From an optimization exercise on the open Yosys and OpenROAD flow, aimed at small area and a short achievable clock period; shortcuts taken in it are not production practice.
No run shown here included a check of the RTL's function; only the layout flow was run.
Power and IR drop assume default switching activity.

==> flow/design.v <==
module part2 (
    clear,
    clock,
    digit,
    digit_valid,
    end_of_line,
    total,
    line_result
);
    input clear;
    input clock;
    input [3:0] digit;
    input digit_valid;
    input end_of_line;
    output [63:0] total;
    output [47:0] line_result;
    wire [63:0] _205;
    wire [47:0] _38;
    wire [43:0] _196;
    wire [47:0] _197;
    wire [47:0] _193;
    wire [47:0] _186;
    wire [47:0] _172;
    wire [47:0] _158;
    wire [47:0] _144;
    wire [47:0] _130;
    wire [47:0] _116;
    wire [47:0] _102;
    wire [47:0] _88;
    wire [47:0] _74;
    wire [47:0] _60;
    wire vdd;
    wire _3;
    wire _5;
    wire [47:0] _49;
    wire [3:0] _7;
    wire [47:0] _45;
    wire _46;
    wire _47;
    wire [47:0] _50;
    wire [47:0] _52;
    wire [47:0] _8;
    reg [47:0] _43;
    wire [47:0] _9;
    wire [95:0] _57;
    wire [47:0] _58;
    wire [47:0] _61;
    wire _62;
    wire _63;
    wire [47:0] _64;
    wire [47:0] _66;
    wire [47:0] _10;
    reg [47:0] _55;
    wire [47:0] _11;
    wire [95:0] _71;
    wire [47:0] _72;
    wire [47:0] _75;
    wire _76;
    wire _77;
    wire [47:0] _78;
    wire [47:0] _80;
    wire [47:0] _12;
    reg [47:0] _69;
    wire [47:0] _13;
    wire [95:0] _85;
    wire [47:0] _86;
    wire [47:0] _89;
    wire _90;
    wire _91;
    wire [47:0] _92;
    wire [47:0] _94;
    wire [47:0] _14;
    reg [47:0] _83;
    wire [47:0] _15;
    wire [95:0] _99;
    wire [47:0] _100;
    wire [47:0] _103;
    wire _104;
    wire _105;
    wire [47:0] _106;
    wire [47:0] _108;
    wire [47:0] _16;
    reg [47:0] _97;
    wire [47:0] _17;
    wire [95:0] _113;
    wire [47:0] _114;
    wire [47:0] _117;
    wire _118;
    wire _119;
    wire [47:0] _120;
    wire [47:0] _122;
    wire [47:0] _18;
    reg [47:0] _111;
    wire [47:0] _19;
    wire [95:0] _127;
    wire [47:0] _128;
    wire [47:0] _131;
    wire _132;
    wire _133;
    wire [47:0] _134;
    wire [47:0] _136;
    wire [47:0] _20;
    reg [47:0] _125;
    wire [47:0] _21;
    wire [95:0] _141;
    wire [47:0] _142;
    wire [47:0] _145;
    wire _146;
    wire _147;
    wire [47:0] _148;
    wire [47:0] _150;
    wire [47:0] _22;
    reg [47:0] _139;
    wire [47:0] _23;
    wire [95:0] _155;
    wire [47:0] _156;
    wire [47:0] _159;
    wire _160;
    wire _161;
    wire [47:0] _162;
    wire [47:0] _164;
    wire [47:0] _24;
    reg [47:0] _153;
    wire [47:0] _25;
    wire [95:0] _169;
    wire [47:0] _170;
    wire [47:0] _173;
    wire _174;
    wire _175;
    wire [47:0] _176;
    wire [47:0] _178;
    wire [47:0] _26;
    reg [47:0] _167;
    wire [47:0] _27;
    wire [95:0] _183;
    wire [47:0] _184;
    wire [47:0] _187;
    wire _188;
    wire _189;
    wire [47:0] _190;
    wire [47:0] _192;
    wire [47:0] _28;
    reg [47:0] _181;
    wire [47:0] _29;
    wire [95:0] _194;
    wire [47:0] _195;
    wire [47:0] _198;
    wire _199;
    wire _31;
    wire _200;
    wire [47:0] _201;
    wire _33;
    wire [47:0] _203;
    wire [47:0] _34;
    reg [47:0] _40;
    wire [15:0] _207;
    wire [63:0] _208;
    wire [63:0] _209;
    wire [63:0] _35;
    reg [63:0] _206;
    assign _205 = 64'b0000000000000000000000000000000000000000000000000000000000000000;
    assign _38 = 48'b000000000000000000000000000000000000000000000000;
    assign _196 = 44'b00000000000000000000000000000000000000000000;
    assign _197 = { _196,
                    _7 };
    assign _193 = 48'b000000000000000000000000000000000000000000001010;
    assign _186 = { _196,
                    _7 };
    assign _172 = { _196,
                    _7 };
    assign _158 = { _196,
                    _7 };
    assign _144 = { _196,
                    _7 };
    assign _130 = { _196,
                    _7 };
    assign _116 = { _196,
                    _7 };
    assign _102 = { _196,
                    _7 };
    assign _88 = { _196,
                   _7 };
    assign _74 = { _196,
                   _7 };
    assign _60 = { _196,
                   _7 };
    assign vdd = 1'b1;
    assign _3 = clear;
    assign _5 = clock;
    assign _49 = { _196,
                   _7 };
    assign _7 = digit;
    assign _45 = { _196,
                   _7 };
    assign _46 = _43 < _45;
    assign _47 = _31 & _46;
    assign _50 = _47 ? _49 : _43;
    assign _52 = _33 ? _38 : _50;
    assign _8 = _52;
    always @(posedge _5) begin
        if (_3)
            _43 <= _38;
        else
            _43 <= _8;
    end
    assign _9 = _43;
    assign _57 = _9 * _193;
    assign _58 = _57[47:0];
    assign _61 = _58 + _60;
    assign _62 = _55 < _61;
    assign _63 = _31 & _62;
    assign _64 = _63 ? _61 : _55;
    assign _66 = _33 ? _38 : _64;
    assign _10 = _66;
    always @(posedge _5) begin
        if (_3)
            _55 <= _38;
        else
            _55 <= _10;
    end
    assign _11 = _55;
    assign _71 = _11 * _193;
    assign _72 = _71[47:0];
    assign _75 = _72 + _74;
    assign _76 = _69 < _75;
    assign _77 = _31 & _76;
    assign _78 = _77 ? _75 : _69;
    assign _80 = _33 ? _38 : _78;
    assign _12 = _80;
    always @(posedge _5) begin
        if (_3)
            _69 <= _38;
        else
            _69 <= _12;
    end
    assign _13 = _69;
    assign _85 = _13 * _193;
    assign _86 = _85[47:0];
    assign _89 = _86 + _88;
    assign _90 = _83 < _89;
    assign _91 = _31 & _90;
    assign _92 = _91 ? _89 : _83;
    assign _94 = _33 ? _38 : _92;
    assign _14 = _94;
    always @(posedge _5) begin
        if (_3)
            _83 <= _38;
        else
            _83 <= _14;
    end
    assign _15 = _83;
    assign _99 = _15 * _193;
    assign _100 = _99[47:0];
    assign _103 = _100 + _102;
    assign _104 = _97 < _103;
    assign _105 = _31 & _104;
    assign _106 = _105 ? _103 : _97;
    assign _108 = _33 ? _38 : _106;
    assign _16 = _108;
    always @(posedge _5) begin
        if (_3)
            _97 <= _38;
        else
            _97 <= _16;
    end
    assign _17 = _97;
    assign _113 = _17 * _193;
    assign _114 = _113[47:0];
    assign _117 = _114 + _116;
    assign _118 = _111 < _117;
    assign _119 = _31 & _118;
    assign _120 = _119 ? _117 : _111;
    assign _122 = _33 ? _38 : _120;
    assign _18 = _122;
    always @(posedge _5) begin
        if (_3)
            _111 <= _38;
        else
            _111 <= _18;
    end
    assign _19 = _111;
    assign _127 = _19 * _193;
    assign _128 = _127[47:0];
    assign _131 = _128 + _130;
    assign _132 = _125 < _131;
    assign _133 = _31 & _132;
    assign _134 = _133 ? _131 : _125;
    assign _136 = _33 ? _38 : _134;
    assign _20 = _136;
    always @(posedge _5) begin
        if (_3)
            _125 <= _38;
        else
            _125 <= _20;
    end
    assign _21 = _125;
    assign _141 = _21 * _193;
    assign _142 = _141[47:0];
    assign _145 = _142 + _144;
    assign _146 = _139 < _145;
    assign _147 = _31 & _146;
    assign _148 = _147 ? _145 : _139;
    assign _150 = _33 ? _38 : _148;
    assign _22 = _150;
    always @(posedge _5) begin
        if (_3)
            _139 <= _38;
        else
            _139 <= _22;
    end
    assign _23 = _139;
    assign _155 = _23 * _193;
    assign _156 = _155[47:0];
    assign _159 = _156 + _158;
    assign _160 = _153 < _159;
    assign _161 = _31 & _160;
    assign _162 = _161 ? _159 : _153;
    assign _164 = _33 ? _38 : _162;
    assign _24 = _164;
    always @(posedge _5) begin
        if (_3)
            _153 <= _38;
        else
            _153 <= _24;
    end
    assign _25 = _153;
    assign _169 = _25 * _193;
    assign _170 = _169[47:0];
    assign _173 = _170 + _172;
    assign _174 = _167 < _173;
    assign _175 = _31 & _174;
    assign _176 = _175 ? _173 : _167;
    assign _178 = _33 ? _38 : _176;
    assign _26 = _178;
    always @(posedge _5) begin
        if (_3)
            _167 <= _38;
        else
            _167 <= _26;
    end
    assign _27 = _167;
    assign _183 = _27 * _193;
    assign _184 = _183[47:0];
    assign _187 = _184 + _186;
    assign _188 = _181 < _187;
    assign _189 = _31 & _188;
    assign _190 = _189 ? _187 : _181;
    assign _192 = _33 ? _38 : _190;
    assign _28 = _192;
    always @(posedge _5) begin
        if (_3)
            _181 <= _38;
        else
            _181 <= _28;
    end
    assign _29 = _181;
    assign _194 = _29 * _193;
    assign _195 = _194[47:0];
    assign _198 = _195 + _197;
    assign _199 = _40 < _198;
    assign _31 = digit_valid;
    assign _200 = _31 & _199;
    assign _201 = _200 ? _198 : _40;
    assign _33 = end_of_line;
    assign _203 = _33 ? _38 : _201;
    assign _34 = _203;
    always @(posedge _5) begin
        if (_3)
            _40 <= _38;
        else
            _40 <= _34;
    end
    assign _207 = 16'b0000000000000000;
    assign _208 = { _207,
                    _40 };
    assign _209 = _206 + _208;
    assign _35 = _209;
    always @(posedge _5) begin
        if (_3)
            _206 <= _205;
        else
            if (_33)
                _206 <= _35;
    end
    assign total = _206;
    assign line_result = _40;
endmodule
==> flow/run.sh <==
#!/bin/bash
# synth_recipe.tcl (not shown) runs the flow's synth.tcl, then flattens the netlist and writes it again
# the make line also repeats each setting of config.mk as NAME=value (left out here)
make -C /OpenROAD-flow-scripts/flow DESIGN_CONFIG=/design/flow/config.mk WORK_HOME=/design/flow/orfs CLKGATE_MAP_FILE= SYNTH_SCRIPT=/design/flow/synth_recipe.tcl finish
==> flow/config.mk <==
export PLATFORM = sky130hd
export DESIGN_NAME = part2
export DESIGN_NICKNAME = part2
export VERILOG_FILES = /design/flow/design.v
export SDC_FILE = /design/flow/constraint.sdc
export NUM_CORES = 4
export LEC_CHECK = 0
export CAP_MARGIN = 20
export CORE_MARGIN = 2
export CORE_UTILIZATION = 40
export SLEW_MARGIN = 20
==> flow/constraint.sdc <==
create_clock -name core_clock -period 6.5 [get_ports {clock}]
set_input_delay 1.3000 -clock core_clock [delete_from_list [all_inputs] [get_ports {clock}]]
set_output_delay 1.3000 -clock core_clock [all_outputs]
set_load 0.01 [all_outputs]
==> summary.txt, run 1 <==
status finished clean; Setup crit start kind register; CP peak stage delay between 0.5 and 0.6 ns; Worst R2R End _40[15]; gpl congestion between 0.8 and 0.9; final hold vios 0; Remaining Overflow, GRT 0; Worst Tran Pin Value between 0.9 and 1 ns; Clock Tree Root clkbuf_16; Reg-to-Reg Start _181[3]; area of the multi-input gates between 0.04 and 0.05 mm^2; dominant synthesized flop cell dfxtp_1; Sink Count 424; Detailed Route Iter0 Violations between 2000 and 3000; critical path's top delay family compound AO/OA/AOI/OAI gates; fin cells between 8000 and 9000; number of global-route vias before repair between 40000 and 50000; Pwr Total about 16 mW; Hold Path Depth 2; drt first pass iters 6; Synth async-reset ratio 0; Post-Route WL roughly 150000 um; die height between 300 and 400 um; Leakage approximately 28 nW; Cells after Synth about 6600; WP buf/inv 7; CTS H-Tree Depth 2; worst hold endpoint _181[47]; Finished Cell Area 0.06147 mm^2; Worst EP arrival just under 7 ns; Hold Startpoint _181[47]; Final Cycle Share 0.9693; post-synth top area share 0.2384; Synth Area in XOR/XNOR 0.09055; critical path required time 7.03 ns; Min-Delay Path Class register to register; largest family of logic cells by synthesized area adder cells; antenna viol nets, final 0; minimum clock period around 6.3 ns; Initial Util 0.4038; Final WS setup about 0.20 ns; Setup Viol. Count Final 0; number of port buffers about 120; dpl ws -0.6919 ns; largest cells by area after synthesis ha_1 24%, dfxtp_1 16%, xnor2_1 5.1%; clock slew at reported path FFs around 0.06 ns; clock skew ~0.042 ns; gr usage total 0.2084; n_diodes 0; IO Pins 120; Syn. warnings 1; Slew Viols, Final 0; cts bufs inserted 56; CP startpoint _181[3]; crit end category register; Crit Path Category register to register; FF+latch count, synth 424; Post-synth top cells 999 x ha_1, 604 x nor2_1, 515 x a21oi_1; dpl hpwl about 120000 um; Die Width 366.0 um; r2r setup slk ~0.20 ns; global-route wire length before repair 240100 um; vias per cell between 5 and 6; VDD IR max 0.3774 mV; Post-Syn Area per Cell a little under 8 um^2; setup TNS 0 ns; fmax around 160 MHz; Seq/Total Area, Yosys 0.1619; Synth Area in Adders 0.2472; drc violations 0; Crit-path slowest cell or4b_4; post-DR wirelength/cell approximately 17 um; Worst slew margin 0.3315; Post-Route Utilization 0.4735; fraction of layout cells with a size suffix above 1 0.1156; number of cell rows 132; Post-synth EDFFs 0; CTS tree built; via count between 40000 and 50000; Total Die Area between 0.1 and 0.15 mm^2; Max clock buf depth 3; Area Overhead vs Synth 17.25%; FILL cells 12790; multiplexer area fraction after synthesis 0.01921; Min Hold Slack 0.4653 ns; fin nets around 8000; pwr/cell area 268.2 mW/mm^2; count leader, synth ha_1; Skew-Pair Late Insertion Delay around 0.66 ns; Crit Path Max Fanout 8; Yosys top cell by area ha_1; Placed Instances about 8600; Worst Reg-to-Reg Cells 29; largest net degree at the start of global routing 94; Synth Area in Simple Gates 0.2051; CP dominant cell by count a21o_1; Syn Std Cell Area ~0.052 mm^2; core box area approximately 0.13 mm^2; antenna violations before repair 3; placed cell areas about 0.058 mm^2; Synth Area in Compound Gates 0.2427; Seq. cell area 0.008507 mm^2; synth unique cells about 120; Max-cap violations 0
worst register-to-register path: cells and delay by family (launching register included):
kind / cells / cell delay, ns
AOI/OAI and AO/OA: 12 / 2.42
xor gates and xnor gates: 2 / 0.42
adders and majority gates: 4 / 1.07
buffers and inverters: 7 / 0.87
DFF: 1 / 0.36
and+or+nand+nor: 4 / 1.05
layout by cell type, fill, tap and decap left out, types with 29 or more instances in the layout:
| master | count |
|---|---|
| nand2_1 | 448 |
| clkdlybuf4s50_1 | 115 |
| a31oi_1 | 48 |
| buf_4 | 388 |
| nor3b_1 | 33 |
| o21a_1 | 72 |
| o211ai_1 | 48 |
| a211oi_1 | 234 |
| nand2b_1 | 80 |
| o31ai_1 | 29 |
| inv_1 | 192 |
| nand3_1 | 175 |
| nor2_1 | 596 |
| a21o_1 | 259 |
| or3_1 | 60 |
| dfxtp_1 | 411 |
| nor4_1 | 44 |
| ha_1 | 981 |
| a21oi_1 | 496 |
| xor2_1 | 232 |
| o21bai_1 | 55 |
| o21ai_0 | 314 |
| or2_2 | 35 |
| mux2i_1 | 95 |
| nor2b_1 | 60 |
| clkbuf_16 | 65 |
| and3_1 | 56 |
| xnor2_1 | 296 |
| nor3_1 | 147 |
| and2_1 | 68 |
| nand4_1 | 145 |
timing repair:
action | 4_1_cts | 5_1_grt
setup buffers | 5 | 29
pin swaps | 8 | 42
hold buffers | 0 | 0
endpoints found under the setup margin | 86 | 257
gates cloned | 0 | 8
gates resized for setup | 23 | 208
metal layers:
metal | global-route usage | share of wire
met5 | 0 | 0.00019
met2 | 0.3750 | 0.49
met3 | 0.01806 | 0.030
met4 | 0.04471 | 0.019
met1 | 0.2687 | 0.46
how the worst max path moves through the flow:
stage / endpoint / cells after the start
5_1_grt: _181[26] / 26
2_1_floorplan: _40[10] / 27
4_1_cts: _40[15] / 26
3_5_place_dp: _40[15] / 26
6_report: _40[15] / 29
3_3_place_gp: _40[20] / 26
registers in the layout, indices dropped and copies added (netlist names):
signal,count
_181,48
_97,24
_55,9
_40,48
_83,19
_69,14
_206,64
_111,29
_153,44
_167,48
_125,34
_139,39
_43,4
where the power goes:
group / switching (mW) / internal (mW)
registers: 0.573 / 2.99
clock network: 1.33 / 1.99
logic: 5.20 / 4.41
cell families (layout without fill, tap and decap cells):
family                     Yosys count  in the layout
adders and majority gates         1022           1022
buffers and inverters              452            840
muxes                              100            100
DFF                                424            424
AOI/OAI and AO/OA                 1927           1927
xor gates and xnor gates           542            542
other                                1              7
and+or+nand+nor                   2126           2126
final cells by class:
class / count / area share
Multi-Input combinational cell: 5724 / 0.7049
Sequential cell: 424 / 0.1384
Timing Repair Buffer: 543 / 0.07784
Tap cell: 1742 / 0.03546
Clock buffer: 74 / 0.02571
Inverter: 194 / 0.01185
Clock inverter: 29 / 0.005842
==> inputs of run 2 (changes only) <==
==> flow/design.v (replaced) <==
module part2 (
    clear,
    clock,
    digit,
    digit_valid,
    end_of_line,
    total,
    line_result
);
    input clear;
    input clock;
    input [3:0] digit;
    input digit_valid;
    input end_of_line;
    output [63:0] total;
    output [47:0] line_result;
    reg [47:0] x;        
    reg [39:0] lr;       
    reg [63:0] tot;
    function [3:0] dig;
        input [47:0] v;
        input integer i;
        dig = v[48 - 4 * i +: 4];
    endfunction
    wire [51:0] ext = {x, digit};    
    reg  [12:1] asc;
    reg  [12:1] sh;
    reg  [47:0] y;
    integer i;
    always @(*) begin
        for (i = 1; i <= 12; i = i + 1)
            asc[i] = ext[52 - 4 * i +: 4] < ext[48 - 4 * i +: 4];
        sh[1] = asc[1];
        for (i = 2; i <= 12; i = i + 1)
            sh[i] = sh[i - 1] | asc[i];
        for (i = 1; i <= 12; i = i + 1)
            y[48 - 4 * i +: 4] = sh[i] ? ext[48 - 4 * i +: 4] : ext[52 - 4 * i +: 4];
    end
    wire [39:0] yv =
          y[47:44] * 40'd100000000000 + y[43:40] * 40'd10000000000
        + y[39:36] * 40'd1000000000   + y[35:32] * 40'd100000000
        + y[31:28] * 40'd10000000     + y[27:24] * 40'd1000000
        + y[23:20] * 40'd100000       + y[19:16] * 40'd10000
        + y[15:12] * 40'd1000         + y[11:8]  * 40'd100
        + y[7:4]   * 40'd10           + y[3:0];
    always @(posedge clock) begin
        if (clear | end_of_line) begin
            x  <= 48'd0;
            lr <= 40'd0;
        end else if (digit_valid) begin
            x  <= y;
            lr <= yv;
        end
        if (clear)
            tot <= 64'd0;
        else if (end_of_line)
            tot <= tot + {24'd0, lr};
    end
    assign total = tot;
    assign line_result = {8'd0, lr};
endmodule
==> run 2 against run 1 <==
Now fails the layout checks on setup timing. Largest power group unchanged. Register-to-register slack lost 2.3 ns. Clock power is about 70% lower. Synthesized cell count is 63% lower. Worst setup slack worse by 2.3 ns. Critical path depth grew 13. First-iteration DRC count fell by 58%. Cell count decreased by 56%. Via count is 60% lower. Global-route usage rose by 2.7 points. Combinational power decreased by 45%. Critical endpoint is now lr[39].
==> summary.txt, run 2 <==
Remaining Overflow, GRT 0 (unchanged); Hold Startpoint tot[24]; VDD IR max 0.3446 mV (-8.7%); Detailed Route Iter0 Violations 1081 (-58%); post-DR wirelength/cell 17.12 um (+0.97%); via count 19880 (-60%); clock skew 0.02062 ns (-0.02134 ns); Worst EP arrival 8.96 ns (+2.13 ns); RSZ-0062 raised after global routing yes; dominant synthesized flop cell dfxtp_1; Post-synth top cells 384 x ha_1, 335 x inv_1, 226 x nor2_1; Post-Syn Area per Cell 8.690 um^2 (+9.3%); worst hold endpoint tot[24]; Syn. warnings 1 (unchanged); n_diodes 0 (unchanged); minimum clock period 8.637 ns (+2.336 ns); commonest non-fill, non-tap cells in the layout 589 x buf_4, 345 x ha_1, 310 x inv_1, 202 x nor2_1, 164 x fa_1; Die Width 235.0 um (-36%); clock slew at reported path FFs 0.08 ns (+0.02 ns); Synth async-reset ratio 0 (unchanged); critical path required time 6.83 ns (-0.20 ns); commonest non-fill, non-tap cell in the layout buf_4; Post-synth EDFFs 0 (unchanged); dpl hpwl 54380 um (-53%); die height 235.0 um (-36%); Reg-to-Reg Start x[37]; Slew Viols, Final 0 (unchanged); Biggest register tot; Worst slew margin 0.2989 (-0.03257); largest net degree at the start of global routing 72 (-23%); crit end category register; Leakage 15.38 nW (-45%); FF+latch count, synth 151 (-64%); core box area 0.05266 mm^2 (-59%); Placed Instances 3763 (-56%); r2r setup slk -2.14 ns (-2.34 ns); fmax 115.8 MHz (-27%); CP dominant cell by count inv_2; drt first pass iters 6 (unchanged); number of cell rows 84 (-36%); gr usage total 0.2352 (+0.02678); Setup Viol. Count Final 32 (+32); Final WS setup -2.137 ns (-2.336 ns); synth unique cells 80 (-30%); post-synth top area share 0.2250 (-0.01339); Hold Path Depth 2 (unchanged); drc violations 0 (unchanged); status complete, but fails checks; gpl congestion 0.9481 (+5.8%); Crit-path slowest cell fa_1; global-route wire length before repair 105300 um (-56%); Seq/Total Area, Yosys 0.1416 (-0.02032); IO Pins 120 (unchanged); vias per cell 5.164 (-9.1%); count leader, synth ha_1; CTS tree built; Initial Util 0.4055 (+0.001627); Skew-Pair Late Insertion Delay 0.47 ns (-0.19 ns); Max clock buf depth 2 (-1); Worst Reg-to-Reg Cells 42 (+45%); cts bufs inserted 17 (-70%); fin nets 3716 (-53%); CTS H-Tree Depth 4 (+2); Area Overhead vs Synth 39.55%; antenna violations before repair 0 (-3); number of global-route vias before repair 20320 (-57%); antenna viol nets, final 0 (unchanged); Yosys top cell by area ha_1; biggest regs tot: 64 flops, x: 48 flops, lr: 39 flops; Cells after Synth 2457 (-63%); Setup crit start kind register; final hold vios 0 (unchanged); setup TNS -53.39 ns (-53.39 ns); CP peak stage delay 0.57 ns (+0.03 ns); number of port buffers 111 (-6.7%); largest cells by area after synthesis ha_1 23%, fa_1 17%, dfxtp_1 14%; Clock Tree Root clkbuf_16; fraction of layout cells with a size suffix above 1 0.2901 (+0.1745); Worst Tran Pin Value 1.052 ns (+0.05199 ns); Min-Delay Path Class register to register; max reg flops 64 (unchanged); Max-cap violations 0 (unchanged); fin cells 3849 (-56%); pwr/cell area 246.8 mW/mm^2 (-8.0%); Worst R2R End lr[39]; Final Cycle Share 1.329 (+0.3594); Post-Route WL 65880 um (-55%); Crit Path Category register to register; Crit Path Max Fanout 6 (-2); Sink Count 151 (-64%); Syn Std Cell Area 0.02135 mm^2 (-59%); Total Die Area 0.05524 mm^2 (-59%); SO Faults setup timing
-- run 2: changes by cell type after synthesis, sizes merged, moves of 182 or more --
cell    delta
a21oi    -350
clkbuf   -182
dfxtp    -273
o21ai    -250
a211oi   -215
ha       -615
nand2    -342
nor2     -378
-- run 2: critical path: cells and delay by family (launching register included) --
family	cells	cell delay (ns)
flip-flops	1	0.39
XOR/XNOR	2	0.26
adder cells (fa/ha/maj)	9	3.80
AO/OA/AOI/OAI	15	2.30
buffers and inverters	9	0.67
AND/OR/NAND/NOR	7	1.04
-- run 2: repair_timing --
action,in CTS,in global routing
gates resized for setup,107,105
pin swaps,132,102
hold buffers,0,0
setup buffers,35,26
endpoints found under the setup margin,34,34
-- run 2: area by class of cell --
cell class,count,area [um^2]
Clock buffer,18,439.2
Clock inverter,14,116.4
Fill cell,4686,22860
Inverter,338,1271
Multi-Input combinational cell,1912,18200
Sequential cell,151,3039
Tap cell,688,860.8
Timing Repair Buffer,728,5866
-- run 2: logic make-up after synthesis --
kind of cell | synth area share
xor gates and xnor gates | 0.08040
other | 0.0001756
muxes | 0.03153
AOI/OAI and AO/OA | 0.1670
adders and majority gates | 0.3901
DFF | 0.1416
and+or+nand+nor | 0.1167
buffers and inverters | 0.07261
-- run 2: through the flow --
step | hold slack, ns | power, mW | util | setup slack (ns) | instance area, um^2
2_1_floorplan | 0.4718 | 4.010 | - | -1.887 | 21920
3_3_place_gp | 0.4739 | 5.676 | 0.5288 | -2.134 | 27840
3_5_place_dp | 0.4765 | 5.783 | 0.5288 | -2.402 | 27840
4_1_cts | 0.4867 | 7.079 | 0.5541 | -2.064 | 29180
5_1_grt | 0.5101 | 7.917 | 0.5658 | -2.448 | 29790
6_report | 0.4868 | 7.354 | 0.5658 | -2.137 | 29790
-- run 2: power by group --
part | internal (mW) | switching [mW]
combinational | 2.69 | 2.59
sequential | 1.01 | 0.0847
clock | 0.507 | 0.478
total | 4.20 | 3.15
-- run 2: worst max path at each step --
stage / slack (ns) / from / end / cells after the start
4_1_cts: -2.06 / x[37] / lr[39] / 39
5_1_grt: -2.45 / x[37] / lr[39] / 42
6_report: -2.14 / x[37] / lr[39] / 42
3_3_place_gp: -2.13 / x[33] / lr[39] / 41
3_5_place_dp: -2.40 / x[43] / lr[39] / 40
2_1_floorplan: -1.89 / x[33] / lr[39] / 41
-- run 2: layer usage --
metal | GRT usage | up-vias | routed length (um) | share of wire
met1 | 0.3185 | 9642 | 30050 | 0.46
met2 | 0.3980 | 376 | 32020 | 0.49
met3 | 0.02514 | 95 | 2249 | 0.034
li1 | - | 9763 | - | -
met4 | 0.06233 | 0 | 1561 | 0.024
met5 | 0 | - | 0 | 0

==> afterwards: timing with drivers on the ports <==
The flow's constraints put no driver on any port. The routed layouts listed below were extracted and timed again, unchanged, in two steps. Step 1 (the two cells are an assumption about what drives the block):
set clk [get_ports {clock}]
set_driving_cell -lib_cell sky130_fd_sc_hd__clkbuf_16 $clk
set_driving_cell -lib_cell sky130_fd_sc_hd__buf_2 [delete_from_list [all_inputs] $clk]
Step 2 moves the port delays by t, midway between the first and last clock arrival at a register: inputs arrive t later, outputs are due t later. That takes back most of the time a late clock gives input paths. Slacks: ideal ports / drivers / drivers and shift; pairs: ideal ports / drivers.
run | t, ns | slack for setup (ns) | worst setup path at the end | slew at the worst register clock pin (ns) | pins driven straight from the clock port
run 1 | 0.719 | 0.200 / 0.200 / -0.383 | input to register | 0.07 / 0.07 | 1
run 2 | 0.508 | -2.137 / -2.137 / -2.137 | register to register | 0.08 / 0.08 | 1
With both steps, setup timing fails in run 1, where it was met with ideal ports. The setup slack of run 1, which loses most, moves by 0.000 ns with the drivers and by -0.583 ns with both steps.
